This design comes from an exercise in tuning for small area, a short achievable clock period and few clock cycles on the open sky130 flow, not from production work.
Where RTL was checked, it was by simulation tests only, not by an equivalence proof against the original.
For runs 3 and 4, only the layout was checked, not whether the RTL still works.
No activity file was given, so power comes from the tool's default toggle rates.

==> design/flow/config.mk <==
export PLATFORM = sky130hd
export DESIGN_NAME = y86_pipe
export DESIGN_NICKNAME = y86_pipe
export VERILOG_FILES = /design/flow/design.v
export SDC_FILE = /design/flow/constraint.sdc
export NUM_CORES = 8
export LEC_CHECK = 0
export CAP_MARGIN = 20
export CORE_MARGIN = 2
export CORE_UTILIZATION = 55
export SLEW_MARGIN = 20
export SYNTH_HIERARCHICAL = 1
==> design/flow/constraint.sdc <==
create_clock -name core_clock -period 30.0 [get_ports {clk}]
set_input_delay 6.0000 -clock core_clock [delete_from_list [all_inputs] [get_ports {clk}]]
set_output_delay 6.0000 -clock core_clock [all_outputs]
set_load 0.01 [all_outputs]
==> design/flow/design.v <==
`timescale 1ns / 1ps
module rf_read (
    input [1023:0] r,
    input [15:0] sel,
    output [63:0] out
);
    reg [63:0] o;
    integer i;
    always @(*) begin
        o = 64'd0;
        for (i = 0; i < 16; i = i + 1) o = o | (r[64*i +: 64] & {64{sel[i]}});
    end
    assign out = o;
endmodule
module add64 (
    input [63:0] a,
    input [63:0] b,
    input cin,
    output [63:0] sum,
    output cout,
    output [63:0] p,         
    output [63:0] ab         
);
    assign p = a ^ b;
    assign ab = a & b;
    wire [63:0] g;
    assign g[0] = ab[0] | (p[0] & cin);
    assign g[63:1] = ab[63:1];
    wire n1_g = g[1] | (p[1] & g[0]);
    wire n1_p = p[1] & p[0];
    wire n2_g = g[3] | (p[3] & g[2]);
    wire n2_p = p[3] & p[2];
    wire n3_g = g[5] | (p[5] & g[4]);
    wire n3_p = p[5] & p[4];
    wire n4_g = g[7] | (p[7] & g[6]);
    wire n4_p = p[7] & p[6];
    wire n5_g = g[9] | (p[9] & g[8]);
    wire n5_p = p[9] & p[8];
    wire n6_g = g[11] | (p[11] & g[10]);
    wire n6_p = p[11] & p[10];
    wire n7_g = g[13] | (p[13] & g[12]);
    wire n7_p = p[13] & p[12];
    wire n8_g = g[15] | (p[15] & g[14]);
    wire n8_p = p[15] & p[14];
    wire n9_g = g[17] | (p[17] & g[16]);
    wire n9_p = p[17] & p[16];
    wire n10_g = g[19] | (p[19] & g[18]);
    wire n10_p = p[19] & p[18];
    wire n11_g = g[21] | (p[21] & g[20]);
    wire n11_p = p[21] & p[20];
    wire n12_g = g[23] | (p[23] & g[22]);
    wire n12_p = p[23] & p[22];
    wire n13_g = g[25] | (p[25] & g[24]);
    wire n13_p = p[25] & p[24];
    wire n14_g = g[27] | (p[27] & g[26]);
    wire n14_p = p[27] & p[26];
    wire n15_g = g[29] | (p[29] & g[28]);
    wire n15_p = p[29] & p[28];
    wire n16_g = g[31] | (p[31] & g[30]);
    wire n16_p = p[31] & p[30];
    wire n17_g = g[33] | (p[33] & g[32]);
    wire n17_p = p[33] & p[32];
    wire n18_g = g[35] | (p[35] & g[34]);
    wire n18_p = p[35] & p[34];
    wire n19_g = g[37] | (p[37] & g[36]);
    wire n19_p = p[37] & p[36];
    wire n20_g = g[39] | (p[39] & g[38]);
    wire n20_p = p[39] & p[38];
    wire n21_g = g[41] | (p[41] & g[40]);
    wire n21_p = p[41] & p[40];
    wire n22_g = g[43] | (p[43] & g[42]);
    wire n22_p = p[43] & p[42];
    wire n23_g = g[45] | (p[45] & g[44]);
    wire n23_p = p[45] & p[44];
    wire n24_g = g[47] | (p[47] & g[46]);
    wire n24_p = p[47] & p[46];
    wire n25_g = g[49] | (p[49] & g[48]);
    wire n25_p = p[49] & p[48];
    wire n26_g = g[51] | (p[51] & g[50]);
    wire n26_p = p[51] & p[50];
    wire n27_g = g[53] | (p[53] & g[52]);
    wire n27_p = p[53] & p[52];
    wire n28_g = g[55] | (p[55] & g[54]);
    wire n28_p = p[55] & p[54];
    wire n29_g = g[57] | (p[57] & g[56]);
    wire n29_p = p[57] & p[56];
    wire n30_g = g[59] | (p[59] & g[58]);
    wire n30_p = p[59] & p[58];
    wire n31_g = g[61] | (p[61] & g[60]);
    wire n31_p = p[61] & p[60];
    wire n32_g = g[63] | (p[63] & g[62]);
    wire n32_p = p[63] & p[62];
    wire n33_g = n2_g | (n2_p & n1_g);
    wire n33_p = n2_p & n1_p;
    wire n34_g = n4_g | (n4_p & n3_g);
    wire n34_p = n4_p & n3_p;
    wire n35_g = n6_g | (n6_p & n5_g);
    wire n35_p = n6_p & n5_p;
    wire n36_g = n8_g | (n8_p & n7_g);
    wire n36_p = n8_p & n7_p;
    wire n37_g = n10_g | (n10_p & n9_g);
    wire n37_p = n10_p & n9_p;
    wire n38_g = n12_g | (n12_p & n11_g);
    wire n38_p = n12_p & n11_p;
    wire n39_g = n14_g | (n14_p & n13_g);
    wire n39_p = n14_p & n13_p;
    wire n40_g = n16_g | (n16_p & n15_g);
    wire n40_p = n16_p & n15_p;
    wire n41_g = n18_g | (n18_p & n17_g);
    wire n41_p = n18_p & n17_p;
    wire n42_g = n20_g | (n20_p & n19_g);
    wire n42_p = n20_p & n19_p;
    wire n43_g = n22_g | (n22_p & n21_g);
    wire n43_p = n22_p & n21_p;
    wire n44_g = n24_g | (n24_p & n23_g);
    wire n44_p = n24_p & n23_p;
    wire n45_g = n26_g | (n26_p & n25_g);
    wire n45_p = n26_p & n25_p;
    wire n46_g = n28_g | (n28_p & n27_g);
    wire n46_p = n28_p & n27_p;
    wire n47_g = n30_g | (n30_p & n29_g);
    wire n47_p = n30_p & n29_p;
    wire n48_g = n32_g | (n32_p & n31_g);
    wire n48_p = n32_p & n31_p;
    wire n49_g = n34_g | (n34_p & n33_g);
    wire n49_p = n34_p & n33_p;
    wire n50_g = n36_g | (n36_p & n35_g);
    wire n50_p = n36_p & n35_p;
    wire n51_g = n38_g | (n38_p & n37_g);
    wire n51_p = n38_p & n37_p;
    wire n52_g = n40_g | (n40_p & n39_g);
    wire n52_p = n40_p & n39_p;
    wire n53_g = n42_g | (n42_p & n41_g);
    wire n53_p = n42_p & n41_p;
    wire n54_g = n44_g | (n44_p & n43_g);
    wire n54_p = n44_p & n43_p;
    wire n55_g = n46_g | (n46_p & n45_g);
    wire n55_p = n46_p & n45_p;
    wire n56_g = n48_g | (n48_p & n47_g);
    wire n56_p = n48_p & n47_p;
    wire n57_g = n50_g | (n50_p & n49_g);
    wire n57_p = n50_p & n49_p;
    wire n58_g = n52_g | (n52_p & n51_g);
    wire n58_p = n52_p & n51_p;
    wire n59_g = n54_g | (n54_p & n53_g);
    wire n59_p = n54_p & n53_p;
    wire n60_g = n56_g | (n56_p & n55_g);
    wire n60_p = n56_p & n55_p;
    wire n61_g = n58_g | (n58_p & n57_g);
    wire n61_p = n58_p & n57_p;
    wire n62_g = n60_g | (n60_p & n59_g);
    wire n62_p = n60_p & n59_p;
    wire n63_g = n62_g | (n62_p & n61_g);
    wire n63_p = n62_p & n61_p;
    wire n64_g = n59_g | (n59_p & n61_g);
    wire n64_p = n59_p & n61_p;
    wire n65_g = n51_g | (n51_p & n57_g);
    wire n65_p = n51_p & n57_p;
    wire n66_g = n53_g | (n53_p & n61_g);
    wire n66_p = n53_p & n61_p;
    wire n67_g = n55_g | (n55_p & n64_g);
    wire n67_p = n55_p & n64_p;
    wire n68_g = n35_g | (n35_p & n49_g);
    wire n68_p = n35_p & n49_p;
    wire n69_g = n37_g | (n37_p & n57_g);
    wire n69_p = n37_p & n57_p;
    wire n70_g = n39_g | (n39_p & n65_g);
    wire n70_p = n39_p & n65_p;
    wire n71_g = n41_g | (n41_p & n61_g);
    wire n71_p = n41_p & n61_p;
    wire n72_g = n43_g | (n43_p & n66_g);
    wire n72_p = n43_p & n66_p;
    wire n73_g = n45_g | (n45_p & n64_g);
    wire n73_p = n45_p & n64_p;
    wire n74_g = n47_g | (n47_p & n67_g);
    wire n74_p = n47_p & n67_p;
    wire n75_g = n3_g | (n3_p & n33_g);
    wire n75_p = n3_p & n33_p;
    wire n76_g = n5_g | (n5_p & n49_g);
    wire n76_p = n5_p & n49_p;
    wire n77_g = n7_g | (n7_p & n68_g);
    wire n77_p = n7_p & n68_p;
    wire n78_g = n9_g | (n9_p & n57_g);
    wire n78_p = n9_p & n57_p;
    wire n79_g = n11_g | (n11_p & n69_g);
    wire n79_p = n11_p & n69_p;
    wire n80_g = n13_g | (n13_p & n65_g);
    wire n80_p = n13_p & n65_p;
    wire n81_g = n15_g | (n15_p & n70_g);
    wire n81_p = n15_p & n70_p;
    wire n82_g = n17_g | (n17_p & n61_g);
    wire n82_p = n17_p & n61_p;
    wire n83_g = n19_g | (n19_p & n71_g);
    wire n83_p = n19_p & n71_p;
    wire n84_g = n21_g | (n21_p & n66_g);
    wire n84_p = n21_p & n66_p;
    wire n85_g = n23_g | (n23_p & n72_g);
    wire n85_p = n23_p & n72_p;
    wire n86_g = n25_g | (n25_p & n64_g);
    wire n86_p = n25_p & n64_p;
    wire n87_g = n27_g | (n27_p & n73_g);
    wire n87_p = n27_p & n73_p;
    wire n88_g = n29_g | (n29_p & n67_g);
    wire n88_p = n29_p & n67_p;
    wire n89_g = n31_g | (n31_p & n74_g);
    wire n89_p = n31_p & n74_p;
    wire n90_g = g[2] | (p[2] & n1_g);
    wire n90_p = p[2] & n1_p;
    wire n91_g = g[4] | (p[4] & n33_g);
    wire n91_p = p[4] & n33_p;
    wire n92_g = g[6] | (p[6] & n75_g);
    wire n92_p = p[6] & n75_p;
    wire n93_g = g[8] | (p[8] & n49_g);
    wire n93_p = p[8] & n49_p;
    wire n94_g = g[10] | (p[10] & n76_g);
    wire n94_p = p[10] & n76_p;
    wire n95_g = g[12] | (p[12] & n68_g);
    wire n95_p = p[12] & n68_p;
    wire n96_g = g[14] | (p[14] & n77_g);
    wire n96_p = p[14] & n77_p;
    wire n97_g = g[16] | (p[16] & n57_g);
    wire n97_p = p[16] & n57_p;
    wire n98_g = g[18] | (p[18] & n78_g);
    wire n98_p = p[18] & n78_p;
    wire n99_g = g[20] | (p[20] & n69_g);
    wire n99_p = p[20] & n69_p;
    wire n100_g = g[22] | (p[22] & n79_g);
    wire n100_p = p[22] & n79_p;
    wire n101_g = g[24] | (p[24] & n65_g);
    wire n101_p = p[24] & n65_p;
    wire n102_g = g[26] | (p[26] & n80_g);
    wire n102_p = p[26] & n80_p;
    wire n103_g = g[28] | (p[28] & n70_g);
    wire n103_p = p[28] & n70_p;
    wire n104_g = g[30] | (p[30] & n81_g);
    wire n104_p = p[30] & n81_p;
    wire n105_g = g[32] | (p[32] & n61_g);
    wire n105_p = p[32] & n61_p;
    wire n106_g = g[34] | (p[34] & n82_g);
    wire n106_p = p[34] & n82_p;
    wire n107_g = g[36] | (p[36] & n71_g);
    wire n107_p = p[36] & n71_p;
    wire n108_g = g[38] | (p[38] & n83_g);
    wire n108_p = p[38] & n83_p;
    wire n109_g = g[40] | (p[40] & n66_g);
    wire n109_p = p[40] & n66_p;
    wire n110_g = g[42] | (p[42] & n84_g);
    wire n110_p = p[42] & n84_p;
    wire n111_g = g[44] | (p[44] & n72_g);
    wire n111_p = p[44] & n72_p;
    wire n112_g = g[46] | (p[46] & n85_g);
    wire n112_p = p[46] & n85_p;
    wire n113_g = g[48] | (p[48] & n64_g);
    wire n113_p = p[48] & n64_p;
    wire n114_g = g[50] | (p[50] & n86_g);
    wire n114_p = p[50] & n86_p;
    wire n115_g = g[52] | (p[52] & n73_g);
    wire n115_p = p[52] & n73_p;
    wire n116_g = g[54] | (p[54] & n87_g);
    wire n116_p = p[54] & n87_p;
    wire n117_g = g[56] | (p[56] & n67_g);
    wire n117_p = p[56] & n67_p;
    wire n118_g = g[58] | (p[58] & n88_g);
    wire n118_p = p[58] & n88_p;
    wire n119_g = g[60] | (p[60] & n74_g);
    wire n119_p = p[60] & n74_p;
    wire n120_g = g[62] | (p[62] & n89_g);
    wire n120_p = p[62] & n89_p;
    wire [64:0] c;
    assign c[0] = cin;
    assign c[1] = g[0];
    assign c[2] = n1_g;
    assign c[3] = n90_g;
    assign c[4] = n33_g;
    assign c[5] = n91_g;
    assign c[6] = n75_g;
    assign c[7] = n92_g;
    assign c[8] = n49_g;
    assign c[9] = n93_g;
    assign c[10] = n76_g;
    assign c[11] = n94_g;
    assign c[12] = n68_g;
    assign c[13] = n95_g;
    assign c[14] = n77_g;
    assign c[15] = n96_g;
    assign c[16] = n57_g;
    assign c[17] = n97_g;
    assign c[18] = n78_g;
    assign c[19] = n98_g;
    assign c[20] = n69_g;
    assign c[21] = n99_g;
    assign c[22] = n79_g;
    assign c[23] = n100_g;
    assign c[24] = n65_g;
    assign c[25] = n101_g;
    assign c[26] = n80_g;
    assign c[27] = n102_g;
    assign c[28] = n70_g;
    assign c[29] = n103_g;
    assign c[30] = n81_g;
    assign c[31] = n104_g;
    assign c[32] = n61_g;
    assign c[33] = n105_g;
    assign c[34] = n82_g;
    assign c[35] = n106_g;
    assign c[36] = n71_g;
    assign c[37] = n107_g;
    assign c[38] = n83_g;
    assign c[39] = n108_g;
    assign c[40] = n66_g;
    assign c[41] = n109_g;
    assign c[42] = n84_g;
    assign c[43] = n110_g;
    assign c[44] = n72_g;
    assign c[45] = n111_g;
    assign c[46] = n85_g;
    assign c[47] = n112_g;
    assign c[48] = n64_g;
    assign c[49] = n113_g;
    assign c[50] = n86_g;
    assign c[51] = n114_g;
    assign c[52] = n73_g;
    assign c[53] = n115_g;
    assign c[54] = n87_g;
    assign c[55] = n116_g;
    assign c[56] = n67_g;
    assign c[57] = n117_g;
    assign c[58] = n88_g;
    assign c[59] = n118_g;
    assign c[60] = n74_g;
    assign c[61] = n119_g;
    assign c[62] = n89_g;
    assign c[63] = n120_g;
    assign c[64] = n63_g;
    assign sum = p ^ c[63:0];
    assign cout = c[64];
endmodule
module y86_pipe (
    input clk,
    input rst,
    output [8:0] imem_addr,
    input [79:0] imem_data,
    output [8:0] dmem_addr,
    output dmem_we,
    output [63:0] dmem_wdata,
    input [63:0] dmem_rdata,
    output [1:0] stat,
    input [3:0] dbg_sel,
    output [63:0] dbg_val
);
    reg [8:0] fpc;           
    reg fpc_hi;              
    reg [63:0] R [0:14];     
    reg zf, sf, of;          
    reg [1:0] st;            
    reg Dv;                  
    reg [1:0] Dst;           
    reg [3:0] Dic, Dfn, DrA, DrB;
    reg [63:0] DvalC;
    reg [9:0] ras;
    wire stopped = (st != 2'd0);
    function cond(input [3:0] fn, input z, input s, input o);
        case (fn)
            4'h0: cond = 1'b1;
            4'h1: cond = (s ^ o) | z;
            4'h2: cond = s ^ o;
            4'h3: cond = z;
            4'h4: cond = ~z;
            4'h5: cond = ~(s ^ o);
            4'h6: cond = ~((s ^ o) | z);
            default: cond = 1'b0;
        endcase
    endfunction
    wire [3:0] icode = imem_data[7:4];
    wire [3:0] ifun = imem_data[3:0];
    wire [3:0] rA = imem_data[15:12];
    wire [3:0] rB = imem_data[11:8];
    reg need_regids, need_valC, bad_ifun, bad_regs;
    always @(*) begin
        case (icode)
            4'h2, 4'h3, 4'h4, 4'h5, 4'h6, 4'hA, 4'hB: need_regids = 1'b1;
            default: need_regids = 1'b0;
        endcase
        case (icode)
            4'h3, 4'h4, 4'h5, 4'h7, 4'h8: need_valC = 1'b1;
            default: need_valC = 1'b0;
        endcase
        case (icode)
            4'h2, 4'h7: bad_ifun = (ifun > 4'h6);
            4'h6: bad_ifun = (ifun > 4'h3);
            4'hC, 4'hD, 4'hE, 4'hF: bad_ifun = 1'b1;
            default: bad_ifun = (ifun != 4'h0);
        endcase
        case (icode)
            4'h2, 4'h4, 4'h5, 4'h6: bad_regs = (rA == 4'hF) || (rB == 4'hF);
            4'h3: bad_regs = (rA != 4'hF) || (rB == 4'hF);
            4'hA, 4'hB: bad_regs = (rA == 4'hF) || (rB != 4'hF);
            default: bad_regs = 1'b0;
        endcase
    end
    wire [63:0] dest = imem_data[71:8];      
    wire [3:0] len = 4'd1 + {3'd0, need_regids} + {need_valC, 3'd0};
    wire [9:0] valP = {1'b0, fpc} + {6'd0, len};
    reg [1:0] f_stat;
    always @(*) begin
        if (fpc_hi) f_stat = 2'd2;
        else if (bad_ifun) f_stat = 2'd3;
        else if (valP > 10'd512) f_stat = 2'd2;
        else if (bad_regs) f_stat = 2'd3;
        else if (icode == 4'h0) f_stat = 2'd1;
        else f_stat = 2'd0;
    end
    wire x_cmov  = Dic == 4'h2;
    wire x_irmov = Dic == 4'h3;
    wire x_rmmov = Dic == 4'h4;
    wire x_mrmov = Dic == 4'h5;
    wire x_op    = Dic == 4'h6;
    wire x_call  = Dic == 4'h8;
    wire x_ret   = Dic == 4'h9;
    wire x_push  = Dic == 4'hA;
    wire x_pop   = Dic == 4'hB;
    wire x_stack = x_push | x_pop | x_call | x_ret;
    wire x_fault = Dv && (Dst != 2'd0);
    wire halted = stopped || x_fault;
    wire go = Dv && (Dst == 2'd0) && !stopped;
    wire [1023:0] rA_in, rB_in;
    genvar g;
    generate
        for (g = 0; g < 15; g = g + 1) begin : flat
            assign rA_in[64*g +: 64] = R[g];
            assign rB_in[64*g +: 64] = R[g];
        end
    endgenerate
    assign rA_in[1023:960] = {54'd0, ras};
    assign rB_in[1023:960] = 64'd0;
    reg [15:0] selA, selB;
    integer k;
    always @(*) begin
        for (k = 0; k < 15; k = k + 1) begin
            selA[k] = halted ? (dbg_sel == k) : (DrA == k) && !x_call;
            selB[k] = x_stack ? (k == 4) : (DrB == k) && !x_cmov && !x_irmov;
        end
        selA[15] = !halted && x_call;
        selB[15] = 1'b0;
    end
    wire [63:0] valA, valB;
    rf_read portA (.r(rA_in), .sel(selA), .out(valA));
    rf_read portB (.r(rB_in), .sel(selB), .out(valB));
    wire [63:0] rsp = R[4];
    assign dbg_val = valA;
    assign dmem_wdata = valA;
    wire sub = x_op && (Dfn[1:0] == 2'd1);
    wire dec = x_push | x_call;
    reg [63:0] opB;
    always @(*) begin
        if (x_stack) opB = dec ? -64'd8 : 64'd8;
        else if (x_irmov) opB = DvalC;
        else opB = valA ^ {64{sub}};
    end
    wire [63:0] arith, a_xor, a_and;
    wire arith_co;
    add64 adder (.a(valB), .b(opB), .cin(sub), .sum(arith), .cout(arith_co), .p(a_xor), .ab(a_and));
    wire arith_of = (valB[63] == opB[63]) && (arith[63] != valB[63]);
    reg [63:0] alu;
    always @(*) begin
        case ({x_op, Dfn[1:0]})
            3'b110: alu = a_and;     
            3'b111: alu = a_xor;
            default: alu = arith;
        endcase
    end
    wire alu_zf = (alu == 64'd0);
    wire alu_sf = alu[63];
    wire alu_of = ~Dfn[1] & arith_of;
    wire [9:0] am = {1'b0, valB[8:0]} + {1'b0, DvalC[8:0]};
    wire [63:9] ax = valB[63:9] ^ DvalC[63:9];
    wire [63:9] ao = valB[63:9] | DvalC[63:9];
    wire am_hi_zero = (ax[9] == am[9]) && ((ax[63:10] ^ ao[62:9]) == 54'd0);
    wire am_ok = am_hi_zero && !(am[8:3] == 6'h3F && am[2:0] != 3'd0);
    wire rsp_hi0 = (rsp[63:10] == 54'd0);
    wire dec_ok = rsp_hi0 && (rsp[9] ? (rsp[8:0] == 9'd0) : (rsp[8:3] != 6'd0));
    wire inc_ok = rsp_hi0 && !rsp[9] && !(rsp[8:3] == 6'h3F && rsp[2:0] != 3'd0);
    wire [8:0] rsp_dec = {rsp[8:3] - 6'd1, rsp[2:0]};
    reg mem_err;
    always @(*) begin
        case (Dic)
            4'h4, 4'h5: mem_err = !am_ok;
            4'h8, 4'hA: mem_err = !dec_ok;
            4'h9, 4'hB: mem_err = !inc_ok;
            default: mem_err = 1'b0;
        endcase
    end
    wire exec = go && !mem_err;
    wire ret_miss = (dmem_rdata != {54'd0, ras});
    assign dmem_addr = (x_rmmov | x_mrmov) ? am[8:0] : dec ? rsp_dec : rsp[8:0];
    assign dmem_we = exec && (x_rmmov | x_push | x_call);
    assign stat = stopped ? st : x_fault ? Dst : 2'd0;
    wire x_cnd = cond(Dfn, zf, sf, of);
    wire wE = (x_cmov & x_cnd) | x_irmov | x_op;    
    wire wM = x_mrmov | x_pop;                       
    wire [63:0] wdata = wM ? dmem_rdata : alu;
    wire [63:0] wdata4 = (wM && DrA == 4'd4) ? dmem_rdata : alu;
    wire [63:0] wd = rst ? 64'd0 : wdata;
    wire [63:0] wd4 = rst ? 64'd0 : wdata4;
    reg [14:0] we;
    integer i;
    always @(*) begin
        for (i = 0; i < 15; i = i + 1)
            we[i] = rst || (exec && ((wE && DrB == i) || (wM && DrA == i) || (i == 4 && x_stack)));
    end
    always @(posedge clk) begin
        for (i = 0; i < 15; i = i + 1) begin
            if (we[i]) R[i] <= (i == 4) ? wd4 : wd;
        end
    end
    wire fz = (go && x_op) ? alu_zf : zf;
    wire fs = (go && x_op) ? alu_sf : sf;
    wire fo = (go && x_op) ? alu_of : of;
    wire f_cnd = cond(ifun, fz, fs, fo);
    wire take = (icode == 4'h8) || ((icode == 4'h7) && f_cnd);
    wire f_ret = (icode == 4'h9);
    assign imem_addr = fpc;
    always @(posedge clk) begin
        if (rst) begin
            fpc <= 9'd0;
            fpc_hi <= 1'b0;
            zf <= 1'b0; sf <= 1'b0; of <= 1'b0;
            st <= 2'd0;
            Dv <= 1'b0;
        end else if (!stopped) begin
            if (x_fault) st <= Dst;
            else if (go && mem_err) st <= 2'd2;
            if (exec && x_op) begin
                zf <= alu_zf;
                sf <= alu_sf;
                of <= alu_of;
            end
            if (go && x_ret && ret_miss) begin
                fpc <= dmem_rdata[8:0];
                fpc_hi <= |dmem_rdata[63:9];
                Dv <= 1'b0;
            end else begin
                Dv <= 1'b1;
                if (f_ret) begin
                    fpc <= ras[8:0];
                    fpc_hi <= ras[9];
                end else if (take) begin
                    fpc <= dest[8:0];
                    fpc_hi <= |dest[63:9];
                end else begin
                    fpc <= valP[8:0];
                    fpc_hi <= valP[9];
                end
            end
        end
    end
    always @(posedge clk) begin
        Dst <= f_stat;
        Dic <= icode;
        Dfn <= ifun;
        DrA <= rA;
        DrB <= rB;
        DvalC <= imem_data[79:16];
        if (rst) ras <= 10'd0;
        else if (icode == 4'h8) ras <= valP;
    end
endmodule
==> design/flow/flow/run.sh <==
#!/bin/bash
# The standard ORFS layout (the standard.sh), with:
#  - every port buffered with buf_1 instead of the default delay buffer,
#  - repair_timing asked to keep a large setup margin (the SDC is unchanged),
#  - a clock tree of clkbuf_8 with larger sink clusters and no dummy loads.
set -euo pipefail
bash standard.sh "BUFFER_PORTS_ARGS=-buffer_cell sky130_fd_sc_hd__buf_1" SETUP_SLACK_MARGIN=17.5 \
  "CTS_ARGS=-sink_clustering_enable -repair_clock_nets -buf_list sky130_fd_sc_hd__clkbuf_8 -sink_clustering_size 16 -sink_clustering_max_diameter 50 -dont_use_dummy_load" \
  finish > standard_flow.log 2>&1
==> design/flow/standard.sh <==
#!/bin/bash
# synth_recipe.tcl (not shown) runs the flow's synth.tcl, then flattens the netlist and writes it again
# the make line also repeats each setting of config.mk as NAME=value (left out here)
make -C /OpenROAD-flow-scripts/flow DESIGN_CONFIG=/design/flow/config.mk WORK_HOME=/design/flow/orfs CLKGATE_MAP_FILE= SYNTH_SCRIPT=/design/flow/synth_recipe.tcl "${@:-finish}"
==> summary.md, run 1 <==
| Metric | Value |
|---|---|
| Status | `complete, no violations` |
| Crit-path max cell delay | `540 ps` |
| Pin count of the biggest net entering global routing | `91` |
| Mapped Avg Cell Area | `12.11 sq um` |
| Per-cell routed wire length | `40.86 um` |
| Start point of the critical path | `dbg_sel[3]` |
| Worst EP arrival | `between 7000 and 8000 ps` |
| CP Class | `in2out` |
| Total number of vias | `49040` |
| RePlAce Congestion | `1.089` |
| Skew final | `117.8 ps` |
| CP required | `24000 ps` |
| CTS tree | `done` |
| Vias in the first global route | `45450` |
| I/O pin cnt | `299` |
| Fin crit period | `13940 ps` |
| Setup_tns | `0 ps` |
| Crit end category | `output pin` |
| Min Hold Slack | `507.8 ps` |
| Setup violations, final | `0` |
| DRC Markers | `0` |
| Sink Count | `approximately 1100` |
| Fin. Hold Viols | `0` |
| Row Count | `117` |
| Die area | `approximately 0.10 sq mm` |
| Max FO, Critical Path | `43` |
| Chip Width | `323.0 um` |
| Insertion delay to the later sink of the worst-skew pair | `870 ps` |
| Post-CTS Hold Buffers | `0` |
| Slowest CP cell | `buf_6` |
| Root buffer cell | `clkbuf_8` |
| Nets@finish | `5407` |
| Antenna violations before repair | `15` |
| Post-route ant nets | `0` |
| TritonCTS Buffers | `117` |
| HP Start | `fpc_hi` |
| R2R depth | `between 40 and 50` |
| 1st-iter DRT viols | `8386` |
| Die H | `323.0 um` |
| Critical R2R Launch | `Dic[2]` |
| Final worst-path cycle share | `46.48%` |
| Synthesized instance count | `4620` |
| Worst vdd ir | `roughly 0.047 mV` |
| Final Max Slew Viols | `0` |
| Post-synthesis cell area | `around 0.056 sq mm` |
| Cell Pwr Density | `~80 mW/mm^2` |
| Reg-to-reg endpoint | `fpc_hi` |
| Global-route wire length before repair | `352.6 mm` |
| Wirelength, routed | `264.1 mm` |
| H-tree depth | `3` |
| CP Launch Type | `input port` |
| Congestion Overflow GR | `0` |
| Type of the worst min-delay path | `reg2reg` |
| HPWL after DPL | `between 100 and 150 mm` |
| Synth-to-Final Area Change | `15.76%` |
| Worst-Margin Slew | `1273 ps` |
| FMAX | `a little over 70 MHz` |
| Vias/cell | `7.587` |
| Critical Path, Cell by Cell | `buf_8 -> nand2b_4 -> o22ai_4 -> buf_6 -> a221oi_1 -> nand4_1 -> buf_4 -> buf_1` |
| Clock buffer depth | `3` |
| Port bufs | `298` |
| R2r setup slk | `slightly below 20000 ps` |
| Hold path depth | `1` |
| Worst-path clk slew | `50 ps` |
| Synth warn | `9` |
| All-layer global routing usage | `49.10%` |
| Max Cap Violations | `0` |
| Static Leakage | `23.83 nW` |
| Core area | `0.1013 sq mm` |
| Hold EP | `Dst[0]` |
| Unrepaired setup endpoints after global routing | `true` |
| Iteration count of the initial detailed-routing pass | `7` |
| Layout cell share with drive strength beyond 1 | `17.14%` |
| Initial core utilization | `a little under three fifths` |
| Max-Slew Margin vs Limit | `14.38%` |
## layout make-up
type,count,area [sq um]
clock buffers,117,1610
repair buffers,641,5713
diodes,9,22.52
multi-input cells,3098,24120
inverters,163,611.8
well taps,1368,1712
fillers,8008,36520
flip-flops and latches,1068,31000
## worst max path at each step
stage / endpoint / slack [ps] / depth (start not counted)
floorplan: dmem_wdata[12] / 16660 / 8
global placement: dmem_wdata[33] / 15000 / 7
detailed placement: dbg_val[33] / 14960 / 7
CTS: dmem_wdata[21] / 16130 / 10
global route: dbg_val[60] / 15990 / 10
finish: dbg_val[6] / 16060 / 8
## metrics by stage
| stage | utilization (%) | instances | setup WS, ps | power, W | cell area [sq um] |
|---|---|---|---|---|---|
| after floorplan | - | 4738 | 16660 | 0.003355 | 56540 |
| after global placement | 57.17 | 6090 | 15000 | 0.003935 | 57920 |
| after detailed placement | 57.18 | 6090 | 14960 | 0.003963 | 57930 |
| after CTS | 62.42 | 6407 | 16130 | 0.004970 | 63230 |
| after global routing | 63.94 | 6460 | 15990 | 0.005349 | 64770 |
| final | 63.95 | 6464 | 16060 | 0.005197 | 64780 |
## what timing repair did
| action | in CTS | in global routing |
|---|---|---|
| pin swaps | 89 | 81 |
| cloned | 38 | 8 |
| endpoints found under the setup margin | 536 | 640 |
| resized for setup | 301 | 238 |
| buffers inserted | 162 | 37 |
| hold endpoints to repair | 0 | 0 |
## critical path, delay by kind of cell
kind | cells | cell delay [ps]
buffers and inverters | 4 | 950
AO/OA/AOI/OAI | 2 | 390
AND/OR/NAND/NOR | 2 | 350
## routing by layer
layer | GRT usage [%] | vias up | share of wire (%)
li1 | - | 19310 | -
met1 | 60.87 | 24140 | 34
met2 | 69.77 | 4435 | 41
met3 | 18.98 | 1146 | 16
met4 | 35.91 | 14 | 8.9
met5 | 0 | - | 0.037
## flip-flops by register name, summed over array words and instances, names as in the netlist
name / flops
R: 960
of: 1
DrB: 4
zf: 1
Dfn: 4
fpc: 9
DrA: 4
Dst: 2
sf: 1
Dv: 1
DvalC: 64
fpc_hi: 1
st: 2
ras: 10
Dic: 4
## report_power, final
group	switching [W]	internal, W
Combinational	0.00127	0.000651
Clock	0.000508	0.000343
Sequential	0.000240	0.00219
Total	0.00202	0.00318
## cells in the final DEF, fill, tap and decap left out, types with 15 or more instances in the layout
cell / instances
a211oi_1: 17
fa_1: 33
buf_4: 213
nor2_1: 55
a21o_1: 19
a21o_4: 15
xor2_1: 72
nand3_1: 16
buf_16: 42
buf_2: 43
xnor2_1: 100
nor3_1: 31
nor4_1: 81
o21ai_0: 216
conb_1: 119
buf_6: 56
nand2_1: 437
mux2i_1: 79
ha_1: 130
a21oi_1: 147
o22ai_4: 16
a21oi_2: 43
a221oi_1: 386
dfxtp_1: 103
edfxtp_1: 960
nor2b_1: 16
o22ai_1: 18
nor4_2: 15
nand4_1: 170
a221oi_2: 126
nand2b_1: 19
inv_1: 163
clkbuf_8: 117
a22o_1: 510
buf_12: 35
buf_1: 212
Testbench counts, summed over its fixed seeds: cycles 140,205.
==> run 2, diff against run 1 <==
==> design/flow/flow/run.sh (replaced) <==
#!/bin/bash
# The standard ORFS layout (the standard.sh), with:
#  - every port buffered with buf_2 instead of the default delay buffer,
#  - repair_timing asked to keep a large setup margin (the SDC is unchanged),
#  - a clock tree of clkbuf_8 with larger sink clusters and no dummy loads.
set -euo pipefail
bash standard.sh "BUFFER_PORTS_ARGS=-buffer_cell sky130_fd_sc_hd__buf_2" SETUP_SLACK_MARGIN=16.5 \
  "CTS_ARGS=-sink_clustering_enable -repair_clock_nets -buf_list sky130_fd_sc_hd__clkbuf_8 -sink_clustering_size 20 -dont_use_dummy_load" \
  finish > standard_flow.log 2>&1
--- a/design/flow/config.mk
+++ b/design/flow/config.mk
@@ -8,5 +8,5 @@
 export CAP_MARGIN = 20
 export CORE_MARGIN = 2
-export CORE_UTILIZATION = 55
+export CORE_UTILIZATION = 60
 export SLEW_MARGIN = 20
 export SYNTH_HIERARCHICAL = 1
==> run 2 against run 1 <==
  * Combinational power down 4%
  * Sequential power hardly changed
  * Fmax barely moved
  * Highest routed layer unchanged
  * First-iteration DRC count is 28% higher
  * Hold slack got worse by 20 ps
  * Largest cell class unchanged
  * Clock power is 24% higher
  * Worst setup slack improved by 1.0 ps
==> summary.md, run 2 <==
| Metric | Value |
|---|---|
| Status | `complete, no violations` |
| Mapped Avg Cell Area | `12.11 sq um` |
| Tot Pwr | `0.005345 W` |
| Initial core utilization | `about 60%` |
| Die area | `0.09573 sq mm` |
| Post-synthesis cell area | `0.05596 sq mm` |
| DRC Markers | `0` |
| HPWL after DPL | `about 150 mm` |
| Final Max Slew Viols | `0` |
| CP Launch Type | `input port` |
| 1st-iter DRT viols | `approximately 11000` |
| Max Cap Violations | `0` |
| Worst vdd ir | `0.04933 mV` |
| Most common cell after layout, fill and taps aside | `edfxtp_1` |
| Clock buffer depth | `3` |
| Antenna violations before repair | `16` |
| Crit end category | `output pin` |
| Worst-Margin Slew | `1296 ps` |
| RePlAce Congestion | `roughly 1.1` |
| Largest registers | `R x960, DvalC x64, ras x10` |
| Unrepaired setup endpoints after global routing | `true` |
| CP required | `between 20000 and 25000 ps` |
| Sink Count | `1068` |
| Fin. Hold Viols | `0` |
| Skew final | `120.8 ps` |
| Post-route ant nets | `0` |
| Row Count | `112` |
| TritonCTS Buffers | `about 170` |
| Insertion delay to the later sink of the worst-skew pair | `950 ps` |
| Port bufs | `approximately 300` |
| Static Leakage | `24.82 nW` |
| GR Util met3 | `a little over a quarter` |
| Setup_tns | `0 ps` |
| Top Usage Layer GRT | `met2` |
| Setup violations, final | `0` |
| R2R depth | `39` |
| Synthesized instance count | `4620` |
| Vias/cell | `approximately 7.9` |
| Reg with most FFs | `R` |
| Worst EP arrival | `about 8000 ps` |
| I/O pin cnt | `299` |
| Most frequent cells in the layout | `edfxtp_1, a22o_1, nand2_1, a221oi_1, buf_2` |
| CTS tree | `done` |
| Die H | `309.4 um` |
| Max-Slew Margin vs Limit | `about an eighth` |
| Total number of vias | `50300` |
| Iteration count of the initial detailed-routing pass | `12` |
| Chip Width | `about 310 um` |
| FMAX | `71.72 MHz` |
| Cell Pwr Density | `81.84 mW/mm^2` |
| Fin crit period | `13940 ps` |
| Placed Cells | `5978` |
| All-layer global routing usage | `approximately 52%` |
| Pin count of the biggest net entering global routing | `102` |
| Hold path depth | `1` |
| Global-route wire length before repair | `345.2 mm` |
| Congestion Overflow GR | `0` |
| Layout cell share with drive strength beyond 1 | `20.43%` |
| CP Class | `in2out` |
| Vias in the first global route | `45940` |
| Met1 Usage GRT | `64.68%` |
| Placed inst area | `a little under 0.06 sq mm` |
| Design area | `0.06531 sq mm` |
| Worst-path clk slew | `approximately 50 ps` |
| Min Hold Slack | `487.5 ps` |
| Wirelength, routed | `261.2 mm` |
| H-tree depth | `4` |
| Core area | `0.09291 sq mm` |
| Cell Count, Final, Fillers Out | `6381` |
| Per-cell routed wire length | `40.93 um` |
| Root buffer cell | `clkbuf_8` |
| Type of the worst min-delay path | `reg2reg` |
| Synth-to-Final Area Change | `16.70%` |
| Max FO, Critical Path | `9` |
| Synth warn | `9` |
| Global routing usage on met2 | `a little over two thirds` |
| Largest register FFs | `960` |
| Final worst-path cycle share | `a little under half` |
| Nets@finish | `5434` |
[run 2: layout make-up]
cell class                      instances  area (sq um)
Antenna cell                           13         32.53
Clock buffer                          171          2354
Fill cell                            6592         27600
Inverter                              163         611.8
Multi-Input combinational cell       3096         23730
Sequential cell                      1068         30990
Tap cell                             1254          1569
Timing Repair Buffer                  616          6017
[run 2: worst max-delay path, stage by stage]
cell      delay [ps]
buf_8             90
nand2b_4         190
o22ai_4          140
buf_12           220
buf_16           190
a22o_1           230
a221oi_1         290
nand4_1          320
buf_2            240
[run 2: final timing paths]
check / from / end / slack, ps
worst max-delay path: dbg_sel[3] / dbg_val[41] / 16060
worst min-delay path: fpc_hi / Dst[0] / 490
worst max register to register: Dic[2] / fpc_hi / 19390
worst min register to register: fpc_hi / Dst[0] / 490
[run 2: power breakdown]
group / leakage (nW) / internal (W) / total (W) / switching [W]
sequential: 10.7 / 0.00219 / 0.00245 / 0.000252
combinational: 12.9 / 0.000625 / 0.00185 / 0.00123
clock: 1.23 / 0.000500 / 0.00105 / 0.000549
[run 2: metal layers]
metal / up-vias / part of all wire (%)
li1: 19390 / -
met1: 23900 / 32
met2: 5500 / 39
met3: 1507 / 19
met4: 14 / 9.3
met5: - / 0.23
[run 2: per-stage QoR]
step / util [%] / setup slack (ps)
CTS: 68.96 / 16170
global placement: 62.47 / 14670
detailed placement: 62.47 / 14720
global route: 70.27 / 16070
floorplan: - / 16520
finish: 70.29 / 16060
[run 2: timing repair]
| item | 4_1_cts | 5_1_grt |
|---|---|---|
| gates resized for setup | 281 | 117 |
| hold buffers | 0 | 0 |
| gates cloned | 36 | 11 |
| setup buffers | 140 | 31 |
| setup endpoints to repair | 138 | 139 |
| endpoints found under the hold margin | 0 | 0 |
| pin swaps | 86 | 52 |
==> run 3, diff against run 2 <==
--- a/design/flow/design.v
+++ b/design/flow/design.v
@@ -358,4 +358,5 @@
     reg [3:0] Dic, Dfn, DrA, DrB;
     reg [63:0] DvalC;
+    reg [63:0] DvalA;        
     reg [9:0] ras;
     wire stopped = (st != 2'd0);
@@ -432,21 +433,24 @@
         end
     endgenerate
-    assign rA_in[1023:960] = {54'd0, ras};
+    assign rA_in[1023:960] = 64'd0;
     assign rB_in[1023:960] = 64'd0;
-    reg [15:0] selA, selB;
+    reg [15:0] selA_f, selA, selB;
     integer k;
     always @(*) begin
         for (k = 0; k < 15; k = k + 1) begin
-            selA[k] = halted ? (dbg_sel == k) : (DrA == k) && !x_call;
+            selA_f[k] = (rA == k);
+            selA[k] = halted ? (dbg_sel == k) : selA_f[k];
             selB[k] = x_stack ? (k == 4) : (DrB == k) && !x_cmov && !x_irmov;
         end
-        selA[15] = !halted && x_call;
+        selA_f[15] = 1'b0;
+        selA[15] = 1'b0;
         selB[15] = 1'b0;
     end
-    wire [63:0] valA, valB;
-    rf_read portA (.r(rA_in), .sel(selA), .out(valA));
+    wire [63:0] portA_out, valB;
+    rf_read portA (.r(rA_in), .sel(selA), .out(portA_out));
     rf_read portB (.r(rB_in), .sel(selB), .out(valB));
     wire [63:0] rsp = R[4];
-    assign dbg_val = valA;
+    wire [63:0] valA = DvalA;
+    assign dbg_val = portA_out;
     assign dmem_wdata = valA;
     wire sub = x_op && (Dfn[1:0] == 2'd1);
@@ -503,9 +507,11 @@
     wire [63:0] wd = rst ? 64'd0 : wdata;
     wire [63:0] wd4 = rst ? 64'd0 : wdata4;
-    reg [14:0] we;
+    reg [14:0] we, we_x;
     integer i;
     always @(*) begin
-        for (i = 0; i < 15; i = i + 1)
-            we[i] = rst || (exec && ((wE && DrB == i) || (wM && DrA == i) || (i == 4 && x_stack)));
+        for (i = 0; i < 15; i = i + 1) begin
+            we_x[i] = exec && ((wE && DrB == i) || (wM && DrA == i) || (i == 4 && x_stack));
+            we[i] = rst || we_x[i];
+        end
     end
     always @(posedge clk) begin
@@ -514,4 +520,10 @@
         end
     end
+    wire fwdA = |(we_x & selA_f[14:0]);
+    always @(posedge clk) begin
+        if (icode == 4'h8) DvalA <= {54'd0, valP};    
+        else if (fwdA) DvalA <= selA_f[4] ? wdata4 : wdata;
+        else DvalA <= portA_out;
+    end
     wire fz = (go && x_op) ? alu_zf : zf;
     wire fs = (go && x_op) ? alu_sf : sf;
==> design/flow/flow/run.sh (replaced) <==
#!/bin/bash
# The standard ORFS layout (the standard.sh), with:
#  - every port buffered with buf_1 instead of the default delay buffer,
#  - repair_timing asked to keep a large setup margin (the SDC is unchanged),
#  - a clock tree of clkbuf_16 with larger sink clusters and no dummy loads.
set -euo pipefail
bash standard.sh "BUFFER_PORTS_ARGS=-buffer_cell sky130_fd_sc_hd__buf_1" SETUP_SLACK_MARGIN=17.5 \
  "CTS_ARGS=-sink_clustering_enable -repair_clock_nets -buf_list sky130_fd_sc_hd__clkbuf_16 -sink_clustering_size 24 -sink_clustering_max_diameter 80 -dont_use_dummy_load" \
  finish > standard_flow.log 2>&1
--- a/design/flow/config.mk
+++ b/design/flow/config.mk
@@ -8,5 +8,5 @@
 export CAP_MARGIN = 20
 export CORE_MARGIN = 2
-export CORE_UTILIZATION = 60
+export CORE_UTILIZATION = 55
 export SLEW_MARGIN = 20
 export SYNTH_HIERARCHICAL = 1
==> run 3 against run 2 <==
  * Highest routed layer unchanged
  * Die area grew 16%
  * Combinational power is 5% higher
  * Design area is 5.3% higher
  * Clock power decreased by 18%
==> summary.md, run 3 <==
| Metric | Value |
|---|---|
| Comb pwr share | `~36%` |
| Most frequent cells in the layout | `edfxtp_1, a22o_1, nand2_1, a221oi_1, a21oi_1` |
| Switching power | `0.002096 W` |
| Mapped Avg Cell Area | `11.82 sq um` |
| CP Class | `in2out` |
| Root buffer cell | `clkbuf_16` |
| Global-route wire length before repair | `381.6 mm` |
| RePlAce Congestion | `between 1 and 1.5` |
| H-tree depth | `2` |
| Layout cell share with drive strength beyond 1 | `15.60%` |
| Skew final | `82.65 ps` |
| Most common cell after layout, fill and taps aside | `edfxtp_1` |
| Total number of vias | `52230` |
| Iteration count of the initial detailed-routing pass | `8` |
| Vias/cell | `7.602` |
| Critical Path, Cell by Cell | `buf_12 -> nand2b_4 -> nor3_2 -> o21bai_4 -> buf_12 -> buf_12 -> buf_16 -> a22o_1 -> a221oi_2 -> nand4_1 -> buf_2` |
| Synth-to-Final Area Change | `15.34%` |
| Final worst-path cycle share | `a little under half` |
| Port bufs | `slightly below 300` |
| Type of the worst min-delay path | `reg2reg` |
| CP Launch Type | `input port` |
| Core area | `0.1074 sq mm` |
| Fin. Hold Viols | `0` |
| Vias in the first global route | `between 40000 and 50000` |
| Unrepaired setup endpoints after global routing | `true` |
| Nets@finish | `5776` |
| TritonCTS Buffers | `59` |
| Crit-path max cell delay | `290 ps` |
| DRC Markers | `0` |
| Row Count | `120` |
| Congestion Overflow GR | `0` |
| Crit end category | `output pin` |
| Wirelength, routed | `between 200 and 300 mm` |
| Pre-CTS worst setup slack | `around 15000 ps` |
| FMAX | `71.61 MHz` |
| Post-CTS Hold Buffers | `0` |
| Slowest CP cell | `nand4_1` |
| P_int | `0.003292 W` |
| I/O pin cnt | `299` |
| Cell Pwr Density | `a little under 80 mW/mm^2` |
| Pin count of the biggest net entering global routing | `84` |
| Initial core utilization | `55.55%` |
| Max Cap Violations | `0` |
| Sink Count | `1132` |
| Per-cell routed wire length | `41.11 um` |
| Reg with most FFs | `R` |
| Static Leakage | `25.91 nW` |
| CTS tree | `done` |
| Worst-path clk slew | `around 70 ps` |
| Largest registers | `R x960, DvalA x64, DvalC x64` |
| Fin crit period | `13970 ps` |
| CP most frequent cell | `buf_12` |
| Die area | `~0.11 sq mm` |
| Largest register FFs | `between 900 and 1000` |
| Final worst slack | `16040 ps` |
| Antenna violations before repair | `23` |
| Setup_tns | `0 ps` |
| Synthesized instance count | `between 5000 and 6000` |
| Chip Width | `~330 um` |
| Die H | `333.3 um` |
| Setup violations, final | `0` |
| Worst EP arrival | `7960 ps` |
| Clock power share | `15.9%` |
| HPWL after DPL | `around 170 mm` |
| CP required | `24000 ps` |
| Insertion delay to the later sink of the worst-skew pair | `roughly 750 ps` |
| 1st-iter DRT viols | `between 9000 and 10000` |
| Post-route ant nets | `0` |
| Sequential power share | `48.1%` |
| Switching share of power | `38.90%` |
| Max FO, Critical Path | `8` |
| All-layer global routing usage | `49.43%` |
| Status | `complete, no violations` |
| Worst-Margin Slew | `roughly 1200 ps` |
| Max-Slew Margin vs Limit | `around 17%` |
| Post-synthesis cell area | `0.05963 sq mm` |
| Final Max Slew Viols | `0` |
| Clock buffer depth | `3` |
| Synth warn | `9` |
| Worst vdd ir | `0.05565 mV` |
## run 3: layout make-up
cell class | instances | area, sq um
antenna | 12 | 30.03
fill | 8451 | 38570
inverter | 178 | 668.1
sequential | 1132 | 32280
timing repair buffer | 615 | 5724
clock buffer | 59 | 1476
tap | 1403 | 1755
multi-input combinational | 3472 | 26840
## run 3: critical path, delay by kind of cell
kind / cells / cell delay (ps)
compound gates: 3 / 610
buf+inv: 5 / 850
simple gates: 3 / 460
## run 3: metal layers
metal  GRT usage [%]  wire length, um  vias to the layer above
li1                -                -                    20830
met1           63.32            97820                    25490
met2           68.32           113000                     4769
met3           21.53            48980                     1112
met4           31.12            22140                       38
met5          0.5211              522                        -
## run 3: timing repair
action | CTS | global route
pin swaps | 88 | 68
buffers inserted | 110 | 30
cloned | 48 | 6
resized for setup | 323 | 76
setup endpoints to repair | 65 | 65
## run 3: final timing paths
check / startpoint / end / slack, ps / cells past startpoint
worst max-delay path: dbg_sel[2] / dbg_val[47] / 16040 / 11
worst max register to register: Dic[2] / fpc[4] / 21130 / 28
worst min-delay path: fpc_hi / Dst[0] / 480 / 1
worst min register to register: fpc_hi / Dst[0] / 480 / 1
## run 3: metrics by stage
step	total power, W	utilization (%)	instances	instance area [sq um]	hold WS, ps
after global placement	0.004279	58.79	6603	63110	450.2
final	0.005388	64.07	6871	68780	483.6
after CTS	0.005236	63.38	6820	68040	475.1
after global routing	0.005549	64.05	6863	68760	499.1
after floorplan	0.003590	-	5175	61340	421.3
after detailed placement	0.004313	58.79	6603	63120	458.1
## run 3: power groups by stage
stage	clock network (W)	logic [W]	registers, W
after floorplan	0	0.00108	0.00251
after global placement	0	0.00169	0.00259
after detailed placement	0	0.00171	0.00260
after CTS	0.000845	0.00182	0.00257
after global routing	0.000894	0.00203	0.00263
final	0.000857	0.00194	0.00259
==> run 4, diff against run 3 <==
--- a/design/flow/design.v
+++ b/design/flow/design.v
@@ -1,16 +1,31 @@
 `timescale 1ns / 1ps
-module rf_read (
-    input [1023:0] r,
+module rf_read #(
+    parameter W = 64
+) (
+    input [16*W-1:0] r,
     input [15:0] sel,
-    output [63:0] out
+    output [W-1:0] out
 );
-    reg [63:0] o;
+    reg [W-1:0] o;
     integer i;
     always @(*) begin
-        o = 64'd0;
-        for (i = 0; i < 16; i = i + 1) o = o | (r[64*i +: 64] & {64{sel[i]}});
+        o = {W{1'b0}};
+        for (i = 0; i < 16; i = i + 1) o = o | (r[W*i +: W] & {W{sel[i]}});
     end
     assign out = o;
 endmodule
+module selA_dec (
+    input [3:0] dbg_sel,
+    input halted,
+    input [15:0] sel_run,
+    output reg [15:0] sel
+);
+    integer k;
+    always @(*) begin
+        for (k = 0; k < 15; k = k + 1)
+            sel[k] = halted ? (dbg_sel == k) : sel_run[k];
+        sel[15] = !halted && sel_run[15];
+    end
+endmodule
 module add64 (
     input [63:0] a,
@@ -357,6 +372,6 @@
     reg [1:0] Dst;           
     reg [3:0] Dic, Dfn, DrA, DrB;
+    reg [14:0] DselB;        
     reg [63:0] DvalC;
-    reg [63:0] DvalA;        
     reg [9:0] ras;
     wire stopped = (st != 2'd0);
@@ -425,32 +440,40 @@
     wire halted = stopped || x_fault;
     wire go = Dv && (Dst == 2'd0) && !stopped;
-    wire [1023:0] rA_in, rB_in;
+    wire [1023:0] rB_in;
     genvar g;
     generate
         for (g = 0; g < 15; g = g + 1) begin : flat
-            assign rA_in[64*g +: 64] = R[g];
             assign rB_in[64*g +: 64] = R[g];
         end
     endgenerate
-    assign rA_in[1023:960] = 64'd0;
     assign rB_in[1023:960] = 64'd0;
-    reg [15:0] selA_f, selA, selB;
+    reg [15:0] selA_run;
+    wire [15:0] selB = {1'b0, DselB};
     integer k;
     always @(*) begin
-        for (k = 0; k < 15; k = k + 1) begin
-            selA_f[k] = (rA == k);
-            selA[k] = halted ? (dbg_sel == k) : selA_f[k];
-            selB[k] = x_stack ? (k == 4) : (DrB == k) && !x_cmov && !x_irmov;
-        end
-        selA_f[15] = 1'b0;
-        selA[15] = 1'b0;
-        selB[15] = 1'b0;
+        for (k = 0; k < 15; k = k + 1) selA_run[k] = (DrA == k) && !x_call;
+        selA_run[15] = x_call;
     end
-    wire [63:0] portA_out, valB;
-    rf_read portA (.r(rA_in), .sel(selA), .out(portA_out));
+    wire [63:0] valA, valB;
+    generate
+        for (g = 0; g < 4; g = g + 1) begin : pa
+            wire [255:0] rin;
+            genvar h;
+            for (h = 0; h < 15; h = h + 1) begin : rr
+                assign rin[16*h +: 16] = R[h][16*g +: 16];
+            end
+            if (g == 0) begin : lo
+                assign rin[255:240] = {6'd0, ras};
+            end else begin : hi
+                assign rin[255:240] = 16'd0;
+            end
+            wire [15:0] sel;
+            selA_dec dec (.dbg_sel(dbg_sel), .halted(halted), .sel_run(selA_run), .sel(sel));
+            rf_read #(.W(16)) port (.r(rin), .sel(sel), .out(valA[16*g +: 16]));
+        end
+    endgenerate
     rf_read portB (.r(rB_in), .sel(selB), .out(valB));
     wire [63:0] rsp = R[4];
-    wire [63:0] valA = DvalA;
-    assign dbg_val = portA_out;
+    assign dbg_val = valA;
     assign dmem_wdata = valA;
     wire sub = x_op && (Dfn[1:0] == 2'd1);
@@ -507,11 +530,9 @@
     wire [63:0] wd = rst ? 64'd0 : wdata;
     wire [63:0] wd4 = rst ? 64'd0 : wdata4;
-    reg [14:0] we, we_x;
+    reg [14:0] we;
     integer i;
     always @(*) begin
-        for (i = 0; i < 15; i = i + 1) begin
-            we_x[i] = exec && ((wE && DrB == i) || (wM && DrA == i) || (i == 4 && x_stack));
-            we[i] = rst || we_x[i];
-        end
+        for (i = 0; i < 15; i = i + 1)
+            we[i] = rst || (exec && ((wE && DrB == i) || (wM && DrA == i) || (i == 4 && x_stack)));
     end
     always @(posedge clk) begin
@@ -520,10 +541,4 @@
         end
     end
-    wire fwdA = |(we_x & selA_f[14:0]);
-    always @(posedge clk) begin
-        if (icode == 4'h8) DvalA <= {54'd0, valP};    
-        else if (fwdA) DvalA <= selA_f[4] ? wdata4 : wdata;
-        else DvalA <= portA_out;
-    end
     wire fz = (go && x_op) ? alu_zf : zf;
     wire fs = (go && x_op) ? alu_sf : sf;
@@ -532,4 +547,5 @@
     wire take = (icode == 4'h8) || ((icode == 4'h7) && f_cnd);
     wire f_ret = (icode == 4'h9);
+    wire f_stack = (icode == 4'h8) || (icode == 4'h9) || (icode == 4'hA) || (icode == 4'hB);
     assign imem_addr = fpc;
     always @(posedge clk) begin
@@ -573,4 +589,6 @@
         DrA <= rA;
         DrB <= rB;
+        for (k = 0; k < 15; k = k + 1)
+            DselB[k] <= (f_stack ? (k == 4) : (rB == k)) && (icode != 4'h2) && (icode != 4'h3);
         DvalC <= imem_data[79:16];
         if (rst) ras <= 10'd0;
==> run 4 against run 3 <==
  * Still clean on timing, DRC and antenna
  * Core utilization down 0.083 points
  * Combinational power shrank 2%
  * Hold slack improved by 43 ps
  * Critical endpoint is now dbg_val[11]
  * Highest routed layer unchanged
==> summary.md, run 4 <==
| Metric | Value |
|---|---|
| Status | `complete, no violations` |
| Largest register FFs | `between 900 and 1000` |
| Max-Slew Margin vs Limit | `8.778%` |
| Largest registers | `R x960, DvalC x64, DselB x15` |
| Fin. Hold Viols | `0` |
| Global-route wire length before repair | `between 300 and 400 mm` |
| Synthesized instance count | `4813` |
| Max Cap Violations | `0` |
| Clock buffer depth | `3` |
| CP Launch Type | `input port` |
| Wirelength, routed | `249.8 mm` |
| Total number of vias | `about 50000` |
| Synth warn | `11` |
| Mapped Avg Cell Area | `11.98 sq um` |
| Met1 Usage GRT | `roughly 61%` |
| Fin crit period | `13990 ps` |
| Initial core utilization | `55.55%` |
| Worst-path clk slew | `80 ps` |
| 1st-iter DRT viols | `8496` |
| Reg area | `0.03135 sq mm` |
| CP required | `24000 ps` |
| Congestion Overflow GR | `0` |
| Sink Count | `1083` |
| Root buffer cell | `clkbuf_16` |
| FMAX | `between 70 and 80 MHz` |
| CP Class | `in2out` |
| Worst EP arrival | `7990 ps` |
| Multi-input gate area | `0.02640 sq mm` |
| Core area | `roughly 0.10 sq mm` |
| Synth-to-Final Area Change | `15.18%` |
| Global routing usage on met2 | `64.43%` |
| Unrepaired setup endpoints after global routing | `true` |
| Final Max Slew Viols | `0` |
| Die area | `0.1074 sq mm` |
| All-layer global routing usage | `44.82%` |
| Iteration count of the initial detailed-routing pass | `6` |
| Setup violations, final | `0` |
| Chip Width | `327.8 um` |
| Insertion delay to the later sink of the worst-skew pair | `approximately 740 ps` |
| Fill count | `8108` |
| Most frequent cells in the layout | `edfxtp_1, a22o_1, nand2_1, a221oi_1, buf_1` |
| Crit end category | `output pin` |
| Post-CTS Hold Buffers | `0` |
| Vias in the first global route | `44670` |
| Per-cell routed wire length | `38.08 um` |
| Post-synthesis cell area | `0.05766 sq mm` |
| Final worst-path cycle share | `approximately 47%` |
| H-tree depth | `2` |
| TritonCTS Buffers | `56` |
| Pin count of the biggest net entering global routing | `83` |
| Max FO, Critical Path | `8` |
| RePlAce Congestion | `1.030` |
| Vias/cell | `7.471` |
| Port bufs | `between 200 and 300` |
| Reg with most FFs | `R` |
| Skew final | `62.97 ps` |
| Top Usage Layer GRT | `met2` |
| Nets@finish | `5492` |
| I/O pin cnt | `between 200 and 300` |
| Type of the worst min-delay path | `reg2reg` |
| Tot Pwr | `approximately 0.0052 W` |
| Static Leakage | `roughly 25 nW` |
| Die H | `about 330 um` |
| Antenna violations before repair | `7` |
| GR Util met3 | `13.89%` |
| Setup_tns | `0 ps` |
| Worst vdd ir | `0.06680 mV` |
| CTS tree | `done` |
| Cell Pwr Density | `77.91 mW/mm^2` |
| Layout cell share with drive strength beyond 1 | `between 10% and 20%` |
| HPWL after DPL | `152.5 mm` |
| Row Count | `118` |
| Post-route ant nets | `0` |
| Most common cell after layout, fill and taps aside | `edfxtp_1` |
| DRC Markers | `0` |
| Worst-Margin Slew | `between 1000 and 1500 ps` |
==> run 4: area by class of cell <==
cell class	instances	area share, %
multi-input cells	3249	39.75
diodes	8	0.03014
clock buffers	56	2.110
well taps	1380	2.600
repair buffers	612	7.332
flip-flops and latches	1083	47.21
inverters	172	0.9721
==> run 4: where the power goes <==
group,leakage (nW),switching [W],internal [W],total (W)
logic,13.0,0.00124,0.000664,0.00190
registers,10.8,0.000260,0.00219,0.00245
clock network,0.690,0.000486,0.000331,0.000817
total,24.5,0.00199,0.00319,0.00517
==> run 4: per-stage QoR <==
step / hold WS, ps / setup WS [ps] / cell area (sq um) / utilization [%] / instances
after global routing: 562.3 / 16030 / 66390 / 63.97 / 6552
after CTS: 532.4 / 16160 / 64970 / 62.60 / 6491
after global placement: 492.2 / 14830 / 59920 / 57.73 / 6245
final: 527.0 / 16010 / 66410 / 63.99 / 6560
after floorplan: 432.6 / 16600 / 59370 / - / 4931
after detailed placement: 481.8 / 14710 / 59940 / 57.75 / 6247
==> run 4: final timing paths <==
check	start	endpoint	slack (ps)	cells past startpoint
worst max-delay path	dbg_sel[2]	dbg_val[11]	16010	10
worst min-delay path	fpc_hi	Dst[0]	530	1
worst max register to register	Dv	fpc[8]	19310	45
worst min register to register	fpc_hi	Dst[0]	530	1
==> run 4: worst max-delay path, cell delays in order <==
cell and delay [ps]:
buf_12 110, buf_12 100, buf_16 140, buf_12 120, nor2b_4 70, buf_6 130
a31o_4 310, a221oi_1 540, nand4_1 270, buf_1 190
==> run 4: what timing repair did <==
| action | CTS | global route |
|---|---|---|
| gates resized for setup | 341 | 181 |
| gates cloned | 26 | 5 |
| buffers inserted | 162 | 54 |
| pin swaps | 97 | 105 |
| endpoints found under the setup margin | 336 | 770 |
==> run 4: per-layer routing <==
metal  vias up  share of wire (%)
met3       839                 15
met1     24040                 37
met2      4274                 41
li1      19850                  -
met4         6                6.4
met5         -              0.014

re-timing with driven ports:
The results above use ideal ports. As a check the final layouts listed here were re-extracted and re-timed, cells and wires unchanged. Step 1: set_driving_cell puts a clkbuf_16 on clk and a buf_2 on each other input, an assumption about the parent block. Step 2 times the ports against the registers' clock, not the clock port: input delays grow and output delays shrink by t, the midpoint of the rising clock arrivals with the driver on. a / b / c = no drivers / after step 1 / after step 2; a / b = the first two.
run	t, ns	setup slack, ns	worst setup path at the end	slew at the worst register clock pin (ns)	pins driven straight from the clock port
run 1	0.889	16.056 / 16.015 / 15.568	input to register	0.10 / 0.10	1
run 2	0.964	16.057 / 15.984 / 15.532	input to register	0.07 / 0.07	1
run 3	0.787	16.035 / 15.963 / 15.963	input to output	0.11 / 0.11	1
run 4	0.788	16.014 / 15.913 / 15.501	input to register	0.10 / 0.10	1
After both steps setup and hold are still met in every run listed. For run 2, which loses most, drivers alone change the setup slack by -0.073 ns; drivers and shift together by -0.525 ns.
